This is an optimization exercise on Yosys and OpenROAD, whose aim is small area and a short achievable clock period, not a production implementation.
In this exercise RTL edits were held to simulation tests only and were not proved equivalent to the original.
Power and IR drop assume default switching activity.

## flow/design.v (module list and top-level ports; edited modules follow where they fit)
// module alu_design: 1014 lines
module alu_design #(parameter W = 16, parameter N = 4) (
  clock, reset, CE, INP_valid, MODE, CMD, OPA, OPB, CIN, ERR, RES, OV, COUT, G, L, E);
  // ...
==> flow/run.sh <==
#!/bin/bash
# synth_recipe.tcl (not shown) runs the flow's synth.tcl, then flattens the netlist and writes it again
# the make line also repeats each setting of config.mk as NAME=value (left out here)
make -C /OpenROAD-flow-scripts/flow DESIGN_CONFIG=/design/flow/config.mk WORK_HOME=/design/flow/orfs CLKGATE_MAP_FILE= SYNTH_SCRIPT=/design/flow/synth_recipe.tcl finish
==> flow/config.mk <==
export PLATFORM = sky130hd
export DESIGN_NAME = alu_design
export DESIGN_NICKNAME = alu_design
export VERILOG_FILES = /design/flow/design.v
export SDC_FILE = /design/flow/constraint.sdc
export NUM_CORES = 4
export LEC_CHECK = 0
export CAP_MARGIN = 20
export CORE_MARGIN = 2
export CORE_UTILIZATION = 45
export PLACE_DENSITY = 0.6
export SLEW_MARGIN = 20
==> flow/constraint.sdc <==
create_clock -name core_clock -period 8.3 [get_ports {clock}]
set_input_delay 1.6600 -clock core_clock [delete_from_list [all_inputs] [get_ports {clock}]]
set_output_delay 1.6600 -clock core_clock [all_outputs]
set_load 0.01 [all_outputs]
==> reports/results.ini, run 1 <==
[timing]
setup_viol=0
grt_setup_unrepaired=no
tns_ns=0

[logic_synthesis]
ys_seq_area_frac=0.129
synth_common_cells=nor2_1, inv_1, fa_1
synth_edf_count=0
synthTopCellsByArea=fa_1, dfrtp_1, ha_1
synth_xor_area_frac=0.0337

[finish]
n_antenna_cell=0
sequential_cell_total=80
regMostFlops=RES
stdcell_area_um2=17200

[pwr]
ir_drop_uv=259
powerComb_mw=2.99
seqPwrFrac=0.130
intPower_mw=1.69
swShare=0.565

[critical_path]
cp.depth=21
slowest_stage=dfrtp_1
max_stage_delay_ns=0.66

[outcome]
status=no timing/DRC/antenna violations

[placed_design]
dp.cells=2365
post-dp-hpwl_um=44500

[floorplanning]
die_y_um=190

[cts]
clkSinkCount=80
cts_resized=0
post-cts-setup-buffers=0
path_clk_slew_ns=0.06

[routing]
wl_um=56700

==> run 2: changes to the inputs <==
--- a/flow/config.mk
+++ b/flow/config.mk
@@ -9,4 +9,5 @@
 export CORE_MARGIN = 2
 export CORE_UTILIZATION = 45
 export PLACE_DENSITY = 0.6
+export SETUP_SLACK_MARGIN = 2.5
 export SLEW_MARGIN = 20
==> reports/results.ini, run 2 <==
[floorplanning]
start_util=0.454  ; unchanged
die_x_um=190  ; unchanged
fp-row-count=68  ; unchanged
core-area_um2=34300  ; unchanged
die_y_um=190  ; unchanged
dieArea_um2=36100  ; unchanged
ios=81  ; unchanged

[finish]
utilization=0.584  ; was 0.500
fill_cells=2995  ; was 3354
layout_commonest_cell=nor2_1  ; unchanged
regMostFlops=RES  ; unchanged
largest_registers=RES (32), na_r (16), nb_r (16)  ; unchanged
drive_gt1_frac=0.237  ; was 0.0493
n_antenna_cell=0  ; unchanged
fin_nets=2421  ; was 2294
largest_reg_flops=32  ; unchanged
syn_to_final_growth_pct=28.5  ; was 10.2%
final_cell_mix=nor2_1, inv_1, fa_1, buf_4, nand3_1  ; was nor2_1, inv_1, fa_1, nand2_1, nand3_1
stdcell_area_um2=20000  ; was 17200 µm²

[timing]
tightestPinTransition_ns=1.10  ; was 0.962 ns
fin_crit_sh=0.756  ; was 0.911
report.final.slew_viol_count=0  ; unchanged
fin_crit_ns=6.28  ; was 7.56 ns
tns_ns=0  ; unchanged
maxSlewHeadroom=0.259  ; was 0.358
finalHoldViolations=0  ; unchanged
grt_setup_unrepaired=yes  ; was no
max_freq_ghz=0.159  ; was 0.132 GHz
finalClockSkew_ns=0.0101  ; about the same
hold-worst-slack_ns=0.491  ; was 0.488 ns
setup_viol=0  ; unchanged

[cts]
cts_tree=done  ; unchanged
clockBufferDepth=2  ; unchanged
cts_hold_buf=0  ; unchanged
clk_latency_ns=0.36  ; about the same
cts_root_buf=clkbuf_16  ; unchanged
path_clk_slew_ns=0.06  ; about the same
cts_buffers=9  ; unchanged
clkSinkCount=80  ; unchanged
ctsHtreeMaxLevel=3  ; unchanged

[critical_path]
critPathLaunchType=flip-flop  ; unchanged
r2r-start=mul_r  ; was nb_r[12]
cp-end-kind=flip-flop  ; unchanged
path_cells=buf_12 > clkbuf_16 > nand2_8 > nor2_4 > fa_1 > fa_2 > fa_1 > inv_2 > fa_2 > inv_2 > fa_2 > fa_1 > ha_4 > ha_4 > nand4_1 > buf_4 > nor3_4 > and4_1 > o21ai_2 > a31oi_1 > xor2_1 > nand2_1 > a21oi_2  ; was clkinv_1 > nand2_1 > nor2_1 > fa_1 > inv_1 > fa_1 > fa_1 > fa_1 > inv_1 > fa_1 > ha_1 > inv_1 > fa_1 > nand2b_1 > or3_1 > o211a_1 > a31oi_4 > a21oi_1 > xor2_1 > o221ai_1 > o21a_1
critPathRequiredTime_ns=8.59  ; was 8.55 ns
critPathMaxFanout=8  ; was 10
cp_data_arrival_time_ns=6.57  ; was 7.82 ns
max_stage_delay_ns=0.60  ; was 0.66 ns
crit_path_start=mul_r  ; was nb_r[12]
slowest_stage=fa_1  ; was dfrtp_1
criticalPathCategory=flip-flop to flip-flop  ; unchanged

[pwr]
ir_drop_uv=373  ; was 259 µV
clock_power_share=0.075  ; was 0.101
cellPowerDensity_nw_per_um2=291  ; was 227 nW/µm²
p_comb_frac=0.839  ; was 0.768
finalPower_mw=5.82  ; was 3.89 mW
intPower_mw=2.90  ; was 1.69 mW
swShare=0.502  ; was 0.565
seqPwrFrac=0.086  ; was 0.130
switchingPower_mw=2.92  ; was 2.20 mW
p_leak_nw=8.56  ; was 7.71 nW

[logic_synthesis]
ys_ff_latch=80  ; unchanged
async_flop_share=1.00  ; unchanged
syn-cell-area_um2=15600  ; unchanged
ys_seq_area_frac=0.129  ; unchanged
yosys.area_share.simple=0.193  ; unchanged
synth_cells=1892  ; unchanged
muxShareOfSynthArea=0.0153  ; unchanged
ys_types=85  ; unchanged
synth_edf_count=0  ; unchanged
synth_xor_area_frac=0.0337  ; unchanged
synth_top_area_frac=0.302  ; unchanged
synth_top_family_by_area=adder cells  ; unchanged
yosysMostFrequentCell=nor2_1  ; unchanged
synthTopCellsByArea=fa_1, dfrtp_1, ha_1  ; unchanged
ys.flop_type=dfrtp_1  ; unchanged
synthAdderAreaFrac=0.378  ; unchanged
synth_common_cells=nor2_1, inv_1, fa_1  ; unchanged
yosysTopAreaCell=fa_1  ; unchanged
synth_compound_area_frac=0.155  ; unchanged
avgSynthCellArea_um2=8.23  ; unchanged
synth_nets=2265  ; unchanged
yosysWarnings=1  ; unchanged

[run]
drv_cap=0  ; unchanged

[routing]
route.detailed.drc=0  ; unchanged
via_per_inst=6.00  ; was 5.98
drt_iter0_markers=1729  ; was 2107
ant_nets=0  ; unchanged
wl_per_cell_um=23.7  ; was 23.8 µm
wl_um=59500  ; was 56700 µm
vias=15000  ; was 14200
drt_pass1_iterations=6  ; was 8

[global_route]
grt_pass1_wl_um=88700  ; was 87000 µm
grt_start_max_net_pins=81  ; unchanged
grt_usage=0.326  ; was 0.321
grt_pass1_vias=14800  ; was 14000
grt_remaining_overflow=0  ; unchanged
antenna_found_initial=0  ; unchanged

[placed_design]
routabilityCongestion=0.979  ; was 0.975
placed_area_um2=17000  ; was 16900 µm²
post-dp-hpwl_um=43100  ; was 44500 µm
portBuffers=80  ; unchanged

[min_path]
hold_start=E  ; was RES[5]
hp-class=flip-flop to flip-flop  ; unchanged

[outcome]
status=no timing/DRC/antenna violations  ; unchanged

[run 2: path summary, 6_finish.rpt]
check	to	slack [ns]	depth (start not counted)
min in group asynchronous	RES[21]	1.81	3
setup / recovery	RES[11]	2.02	23
hold / removal	E	0.49	1
max in group asynchronous	mul_r	5.88	3
setup reg to reg	RES[11]	2.02	23
hold reg to reg	E	0.49	1
[run 2: area by class of cell]
type / count / area [µm²] / share of cell area
Sequential cell: 80 / 2060 / 0.103
Multi-Input combinational cell: 1422 / 13500 / 0.675
Inverter: 290 / 1160 / 0.0581
Clock inverter: 5 / 80.1 / 0.00400
Clock buffer: 11 / 243 / 0.0121
Timing Repair Buffer: 245 / 2390 / 0.120
Tap cell: 455 / 569 / 0.0284
[run 2: worst max-delay path: cells and delay by family (launching register included)]
kind	cells	cell delay (ns)
fa+ha+maj	8	3.42
simple gates	6	0.93
buf+inv	5	0.64
flops	1	0.51
compound gates	3	0.40
xor+xnor	1	0.31
[run 2: power by group through the flow]
| stage | Sequential (mW) | Combinational, mW | Clock (mW) |
|---|---|---|---|
| 2_1_floorplan | 0.474 | 2.25 | 0 |
| 3_5_place_dp | 0.512 | 3.06 | 0 |
| 4_1_cts | 0.496 | 3.92 | 0.447 |
| 5_1_grt | 0.503 | 5.17 | 0.462 |
| 3_3_place_gp | 0.511 | 3.05 | 0 |
| 6_report | 0.499 | 4.88 | 0.440 |
[run 2: routing by layer]
layer,part of all wire,wire length [µm],global-route usage,vias to the layer above
met1,0.42,25000,0.461,7358
met5,0,0,0,-
met4,0.049,2940,0.134,0
li1,-,-,-,6555
met3,0.096,5720,0.0528,196
met2,0.43,25900,0.498,935
[run 2: logic make-up after synthesis]
kind of cell / count (synthesis)
compound gates: 348
xor+xnor: 60
fa+ha+maj: 330
buf+inv: 393
flops: 80
mux: 23
simple gates: 658
[run 2: what timing repair did]
action | in CTS | in global routing
endpoints found under the setup margin | 34 | 34
gates resized for setup | 177 | 156
buffers inserted | 75 | 54
gates cloned | 3 | 5
pin swaps | 62 | 72
[run 2: metrics by stage]
stage,setup slack (ns),instances
finish,2.02,2508
global route,1.84,2508
CTS,2.20,2449
detailed placement,1.17,2355
global placement,1.20,2355
floorplan,2.50,1892
==> run 3: changes to the inputs <==
--- a/flow/config.mk
+++ b/flow/config.mk
@@ -9,5 +9,5 @@
 export CORE_MARGIN = 2
 export CORE_UTILIZATION = 45
 export PLACE_DENSITY = 0.6
-export SETUP_SLACK_MARGIN = 2.5
+export SETUP_SLACK_MARGIN = 4
 export SLEW_MARGIN = 20
==> reports/results.ini, run 3 <==
[run]
drv_cap=0  ; unchanged

[finish]
syn_to_final_growth_pct=24.5  ; was 28.5%
instances_no_fill=2463  ; was 2508
largest_registers=RES (32), na_r (16), nb_r (16)  ; unchanged
regMostFlops=RES  ; unchanged
drive_gt1_frac=0.214  ; was 0.237
layout_commonest_cell=nor2_1  ; unchanged
stdcell_area_um2=19400  ; was 20000 µm²
n_antenna_cell=0  ; unchanged
fin_nets=2376  ; was 2421
largest_reg_flops=32  ; unchanged
utilization=0.566  ; was 0.584
final_cell_mix=nor2_1, inv_1, fa_1, nand3_1, buf_4  ; was nor2_1, inv_1, fa_1, buf_4, nand3_1
fill_cells=3072  ; was 2995

[logic_synthesis]
synth_nets=2265  ; unchanged
syn-cell-area_um2=15600  ; unchanged
synth_common_cells=nor2_1, inv_1, fa_1  ; unchanged
ys_ff_latch=80  ; unchanged
ys_types=85  ; unchanged
ys.flop_type=dfrtp_1  ; unchanged
synth_edf_count=0  ; unchanged
synth_xor_area_frac=0.0337  ; unchanged
yosysWarnings=1  ; unchanged
synth_cells=1892  ; unchanged
avgSynthCellArea_um2=8.23  ; unchanged
synth_top_area_frac=0.302  ; unchanged
yosysTopAreaCell=fa_1  ; unchanged
async_flop_share=1.00  ; unchanged
yosysMostFrequentCell=nor2_1  ; unchanged
synthTopCellsByArea=fa_1, dfrtp_1, ha_1  ; unchanged
synthAdderAreaFrac=0.378  ; unchanged
ys_seq_area_frac=0.129  ; unchanged
muxShareOfSynthArea=0.0153  ; unchanged
yosys.area_share.simple=0.193  ; unchanged
synth_compound_area_frac=0.155  ; unchanged
synth_top_family_by_area=adder cells  ; unchanged

[global_route]
antenna_found_initial=1  ; was 0
grt_remaining_overflow=0  ; unchanged
grt_pass1_wl_um=88700  ; about the same
grt_pass1_vias=14800  ; about the same
grt_start_max_net_pins=63  ; was 81
grt_usage=0.326  ; about the same

[placed_design]
routabilityCongestion=0.939  ; was 0.979
post-dp-hpwl_um=43000  ; was 43100 µm
portBuffers=80  ; unchanged
dp.cells=2352  ; was 2355
place_ws_ns=1.15  ; was 1.17 ns
placed_area_um2=17200  ; was 17000 µm²

[timing]
grt_setup_unrepaired=yes  ; unchanged
maxSlewHeadroom=0.323  ; was 0.259
tns_ns=0  ; unchanged
fin_crit_ns=6.29  ; was 6.28 ns
layout_setup_ws_ns=2.01  ; was 2.02 ns
max_freq_ghz=0.159  ; about the same
tightestPinTransition_ns=1.01  ; was 1.10 ns
setup_viol=0  ; unchanged
finalClockSkew_ns=0.00989  ; was 0.0101 ns
fin_crit_sh=0.757  ; was 0.756
finalHoldViolations=0  ; unchanged
report.final.slew_viol_count=0  ; unchanged

[cts]
cts_root_buf=clkbuf_16  ; unchanged
cts_buffers=9  ; unchanged
cts_tree=done  ; unchanged
cts_hold_buf=0  ; unchanged
ctsHtreeMaxLevel=3  ; unchanged
clk_latency_ns=0.36  ; about the same
clockBufferDepth=2  ; unchanged
clkSinkCount=80  ; unchanged
path_clk_slew_ns=0.06  ; about the same

[critical_path]
critPathMaxFanout=9  ; was 8
rr_endpoint=RES[31]  ; was RES[11]
reg2reg_depth=21  ; was 23
cp-end-kind=flip-flop  ; unchanged
critPathRequiredTime_ns=8.57  ; was 8.59 ns
regToRegSetupSlack_ns=2.01  ; was 2.02 ns
cp_data_arrival_time_ns=6.56  ; was 6.57 ns
r2r-start=mul_r  ; unchanged
criticalPathCategory=flip-flop to flip-flop  ; unchanged
critPathLaunchType=flip-flop  ; unchanged

[floorplanning]
fp-row-count=68  ; unchanged
core-area_um2=34300  ; unchanged
die_y_um=190  ; unchanged
die_x_um=190  ; unchanged
start_util=0.454  ; unchanged
dieArea_um2=36100  ; unchanged
ios=81  ; unchanged

[routing]
drt_pass1_iterations=5  ; was 6
ant_nets=0  ; unchanged
via_per_inst=6.04  ; was 6.00
wl_per_cell_um=23.7  ; about the same
wl_um=58400  ; was 59500 µm
drt_iter0_markers=1647  ; was 1729
vias=14900  ; was 15000
route.detailed.drc=0  ; unchanged

[pwr]
ir_drop_uv=335  ; was 373 µV
p_leak_nw=8.31  ; was 8.56 nW
cellPowerDensity_nw_per_um2=288  ; was 291 nW/µm²

[outcome]
status=no timing/DRC/antenna violations  ; unchanged

[min_path]
min_path_cells=1  ; unchanged
hold_start=RES[4]  ; was E
hp-class=flip-flop to flip-flop  ; unchanged
min_delay_worst_endpoint=RES[4]  ; was E

==> run 3: worst max path at each step <==
stage / startpoint / end / slack, ns / cells after the start
2_1_floorplan: mul_r / RES[26] / 2.52 / 24
3_3_place_gp: mul_r / RES[21] / 1.22 / 20
3_5_place_dp: mul_r / RES[21] / 1.15 / 20
4_1_cts: mul_r / RES[9] / 2.19 / 20
5_1_grt: mul_r / RES[31] / 1.86 / 23
6_report: mul_r / RES[31] / 2.01 / 21
==> run 3: critical path: stages (launching register included) <==
cell and delay (ns):
dfrtp_4 0.55, buf_4 0.17, buf_4 0.14, nand2_8 0.11, nor2_1 0.07, fa_1 0.48
fa_1 0.55, inv_1 0.05, fa_1 0.54, fa_1 0.57, inv_1 0.05, fa_1 0.51
ha_1 0.32, ha_2 0.44, nand2_1 0.13, nor2_2 0.21, nand2_1 0.18, a31oi_1 0.31
a31oi_2 0.18, xnor2_2 0.34, a21oi_2 0.09, o211ai_1 0.18
==> run 3: metal layers <==
| metal | GRT usage | wire, µm | vias to the layer above |
|---|---|---|---|
| met5 | 0 | 0 | - |
| met4 | 0.131 | 2900 | 0 |
| met3 | 0.0723 | 5960 | 175 |
| met2 | 0.490 | 25100 | 920 |
| met1 | 0.458 | 24500 | 7299 |
| li1 | - | - | 6476 |
==> run 3: kinds of logic after synthesis <==
kind of cell / after synthesis
simple gates: 658
fa+ha+maj: 330
buf+inv: 393
compound gates: 348
xor+xnor: 60
mux: 23
flops: 80
==> run 3: metrics by stage <==
stage	power (mW)	hold slack, ns
after floorplan	2.79	0.513
after global placement	3.62	0.460
after detailed placement	3.64	0.472
after global routing	5.88	0.487
after CTS	4.92	0.481
final	5.59	0.480
==> run 3: final cells by class <==
cell class / count / area, µm² / area share
Tap cell: 455 / 569 / 0.0294
Timing Repair Buffer: 201 / 1890 / 0.0974
Clock inverter: 4 / 52.6 / 0.00271
Clock buffer: 12 / 256 / 0.0132
Multi-Input combinational cell: 1421 / 13400 / 0.691
Inverter: 290 / 1160 / 0.0597
Sequential cell: 80 / 2060 / 0.106
==> run 3: power breakdown <==
group          internal (mW)  leakage (nW)  switching [mW]
logic                   2.02          7.23            2.64
clock network          0.249         0.141           0.163
registers              0.430         0.934          0.0890
==> run 3: repair_timing <==
item                       in CTS  in global routing
setup endpoints to repair      34                 38
buffers inserted               63                 29
pin swaps                      41                 51
cloned                          1                  2
gates resized for setup       169                 89
==> run 4: changes to the inputs <==
--- a/flow/config.mk
+++ b/flow/config.mk
@@ -7,7 +7,7 @@
 export LEC_CHECK = 0
 export CAP_MARGIN = 20
 export CORE_MARGIN = 2
-export CORE_UTILIZATION = 45
-export PLACE_DENSITY = 0.6
-export SETUP_SLACK_MARGIN = 4
+export CORE_UTILIZATION = 65
+export PLACE_DENSITY = 0.75
+export SETUP_SLACK_MARGIN = 1.5
 export SLEW_MARGIN = 20
==> reports/results.ini, run 4 <==
[logic_synthesis]
synthTopCellsByArea=fa_1, dfrtp_1, ha_1  ; unchanged
ys_ff_latch=80  ; unchanged
synth_nets=2265  ; unchanged
yosysTopAreaCell=fa_1  ; unchanged
async_flop_share=1.00  ; unchanged
avgSynthCellArea_um2=8.23  ; unchanged
synth_cells=1892  ; unchanged
synth_top_area_frac=0.302  ; unchanged
synth_edf_count=0  ; unchanged
ys.flop_type=dfrtp_1  ; unchanged
ys_seq_area_frac=0.129  ; unchanged
synth_common_cells=nor2_1, inv_1, fa_1  ; unchanged
yosysMostFrequentCell=nor2_1  ; unchanged
yosysWarnings=1  ; unchanged
syn-cell-area_um2=15600  ; unchanged
ys_types=85  ; unchanged

[min_path]
hp-class=flip-flop to flip-flop  ; unchanged
min_path_cells=1  ; unchanged

[pwr]
intPower_mw=1.90  ; was 2.70 mW
clock_power_share=0.089  ; was 0.074
seqPwrFrac=0.118  ; was 0.093
cellPowerDensity_nw_per_um2=245  ; was 288 nW/µm²
finalPower_mw=4.27  ; was 5.59 mW
switchingPower_mw=2.37  ; was 2.89 mW
p_comb_frac=0.793  ; was 0.834
p_leak_nw=7.87  ; was 8.31 nW
ir_drop_uv=280  ; was 335 µV
swShare=0.556  ; was 0.517

[finish]
largest_reg_flops=32  ; unchanged
n_antenna_cell=0  ; unchanged
seq_area_um2=2040  ; was 2060 µm²
layout_commonest_cell=nor2_1  ; unchanged
regMostFlops=RES  ; unchanged
fill_cells=1760  ; was 3072
instances_no_fill=2265  ; was 2463
final_cell_mix=nor2_1, inv_1, fa_1, nand3_1, nand2_1  ; was nor2_1, inv_1, fa_1, nand3_1, buf_4
largest_registers=RES (32), na_r (16), nb_r (16)  ; unchanged
fin_nets=2314  ; was 2376
drive_gt1_frac=0.0982  ; was 0.214
multi_input_area_um2=12400  ; was 13400 µm²
syn_to_final_growth_pct=12.1  ; was 24.5%

[floorplanning]
start_util=0.664  ; was 0.454
die_x_um=159  ; was 190 µm
core-area_um2=23500  ; was 34300 µm²
ios=81  ; unchanged
fp-row-count=56  ; was 68
dieArea_um2=25200  ; was 36100 µm²
die_y_um=159  ; was 190 µm

[timing]
grt_setup_unrepaired=yes  ; unchanged
fin_crit_ns=6.68  ; was 6.29 ns
max_freq_ghz=0.150  ; was 0.159 GHz
setup_viol=0  ; unchanged
finalHoldViolations=0  ; unchanged
tightestPinTransition_ns=1.05  ; was 1.01 ns
maxSlewHeadroom=0.296  ; was 0.323
layout_setup_ws_ns=1.62  ; was 2.01 ns
tns_ns=0  ; unchanged
finalClockSkew_ns=0.00687  ; was 0.00989 ns
report.final.slew_viol_count=0  ; unchanged
hold-worst-slack_ns=0.490  ; was 0.480 ns
fin_crit_sh=0.804  ; was 0.757

[critical_path]
reg2reg_depth=19  ; was 21
cp-end-kind=flip-flop  ; unchanged
critPathRequiredTime_ns=8.53  ; was 8.57 ns
critPathMaxFanout=9  ; unchanged
critPathLaunchType=flip-flop  ; unchanged
cp_data_arrival_time_ns=6.90  ; was 6.56 ns
criticalPathCategory=flip-flop to flip-flop  ; unchanged

[cts]
clk_latency_ns=0.35  ; was 0.36 ns
clkSinkCount=80  ; unchanged
ctsHtreeMaxLevel=3  ; unchanged
clockBufferDepth=2  ; unchanged
cts_tree=done  ; unchanged
path_clk_slew_ns=0.07  ; was 0.06 ns
cts_root_buf=clkbuf_16  ; unchanged
cts_hold_buf=0  ; unchanged
cts_buffers=9  ; unchanged

[global_route]
antenna_found_initial=0  ; was 1
grt_pass1_vias=14400  ; was 14800
grt_start_max_net_pins=70  ; was 63
grt_usage=0.416  ; was 0.326
grt_remaining_overflow=0  ; unchanged
grt_pass1_wl_um=81200  ; was 88700 µm

[routing]
drt_pass1_iterations=7  ; was 5
wl_um=53100  ; was 58400 µm
drt_iter0_markers=2096  ; was 1647
route.detailed.drc=0  ; unchanged
via_per_inst=6.53  ; was 6.04
wl_per_cell_um=23.4  ; was 23.7 µm
ant_nets=0  ; unchanged
vias=14800  ; was 14900

[run]
drv_cap=0  ; unchanged

[placed_design]
dp.cells=2224  ; was 2352
place_ws_ns=0.912  ; was 1.15 ns
post-dp-hpwl_um=40600  ; was 43000 µm
routabilityCongestion=1.04  ; was 0.939
portBuffers=80  ; unchanged

[outcome]
status=no timing/DRC/antenna violations  ; unchanged

run 4: cell counts after synthesis:
Identical to the previous run, type by type.
run 4: worst paths after layout:
path / endpoint / startpoint / slack [ns]
max: RES[15] / na_r[4] / 1.62
min: E / E / 0.49
max reg2reg: RES[15] / na_r[4] / 1.62
min reg2reg: E / E / 0.49
max in group asynchronous: mul_r / reset / 5.56
min in group asynchronous: RES[19] / reset / 1.65
run 4: what timing repair did:
item	in CTS	in global routing
endpoints found under the setup margin	34	33
buffers inserted	4	20
resized for setup	35	76
pin swaps	2	6
cloned	0	1
run 4: area by class of cell:
type / instances / share of cell area
multi-input cells: 1420 / 0.708
clock inverters: 6 / 0.00258
well taps: 319 / 0.0229
repair buffers: 140 / 0.0724
clock buffers: 10 / 0.0131
inverters: 290 / 0.0640
flip-flops and latches: 80 / 0.117
run 4: kinds of logic (layout without fill, tap and decap cells):
logic type,Yosys count,in the layout,share of synthesized area
and+or+nand+nor,658,658,0.193
buffers and inverters,393,446,0.0968
AOI/OAI and AO/OA,348,349,0.155
adders and majority gates,330,330,0.378
DFF,80,80,0.129
xor gates and xnor gates,60,60,0.0337
muxes,23,23,0.0153
run 4: layer usage:
metal | GRT usage | vias up | wire length (µm)
met2 | 0.629 | 1156 | 22700
met3 | 0.122 | 229 | 7450
met4 | 0.178 | 0 | 2930
met5 | 0 | - | 0
met1 | 0.561 | 7079 | 20000
li1 | - | 6331 | -
run 4: critical path: stages (launching register included):
cell,delay [ns]
dfrtp_1,0.73
buf_4,0.34
nor2_1,0.09
fa_1,0.50
inv_1,0.05
fa_1,0.45
fa_1,0.52
inv_1,0.06
fa_1,0.45
fa_1,0.52
fa_1,0.48
ha_1,0.38
and3_1,0.19
o2111ai_1,0.26
o21ai_2,0.37
o21ai_0,0.17
xor2_1,0.50
o22ai_1,0.19
o22ai_1,0.19
nand3_1,0.10
run 4: through the flow:
step | utilization | area, µm²
CTS | 0.726 | 17100
floorplan | - | 15600
finish | 0.744 | 17500
global placement | 0.709 | 16600
detailed placement | 0.709 | 16600
global route | 0.744 | 17500
run 4: power groups by stage:
stage	combinational (mW)	clock [mW]	sequential (mW)
floorplan	2.04	0	0.472
global placement	2.88	0	0.506
detailed placement	2.91	0	0.506
CTS	2.96	0.376	0.499
global route	3.62	0.394	0.506
finish	3.39	0.379	0.505

==> separate check: timing with driven ports <==
Ports are ideal in the flow. The routed layouts listed here were re-timed in OpenROAD. Step 1 assumes that a clkbuf_16 drives the clock port and a buf_2 every other input. Step 2 times the ports against the registers' clock, not the clock port: input delays grow and output delays shrink by t, the midpoint of the rising clock arrivals with the driver on. Three values: no drivers, after step 1, after step 2; two values: the first two.
run	t (ns)	setup WS [ns]	worst register clock-pin slew, ns
run 1	0.402	0.736 / 0.736 / 0.736	0.07 / 0.07
run 2	0.401	2.022 / 2.022 / 2.022	0.06 / 0.06
run 3	0.391	2.013 / 2.013 / 2.013	0.06 / 0.06
run 4	0.391	1.624 / 1.624 / 1.624	0.07 / 0.07
After both steps setup and hold are still met in every run listed.
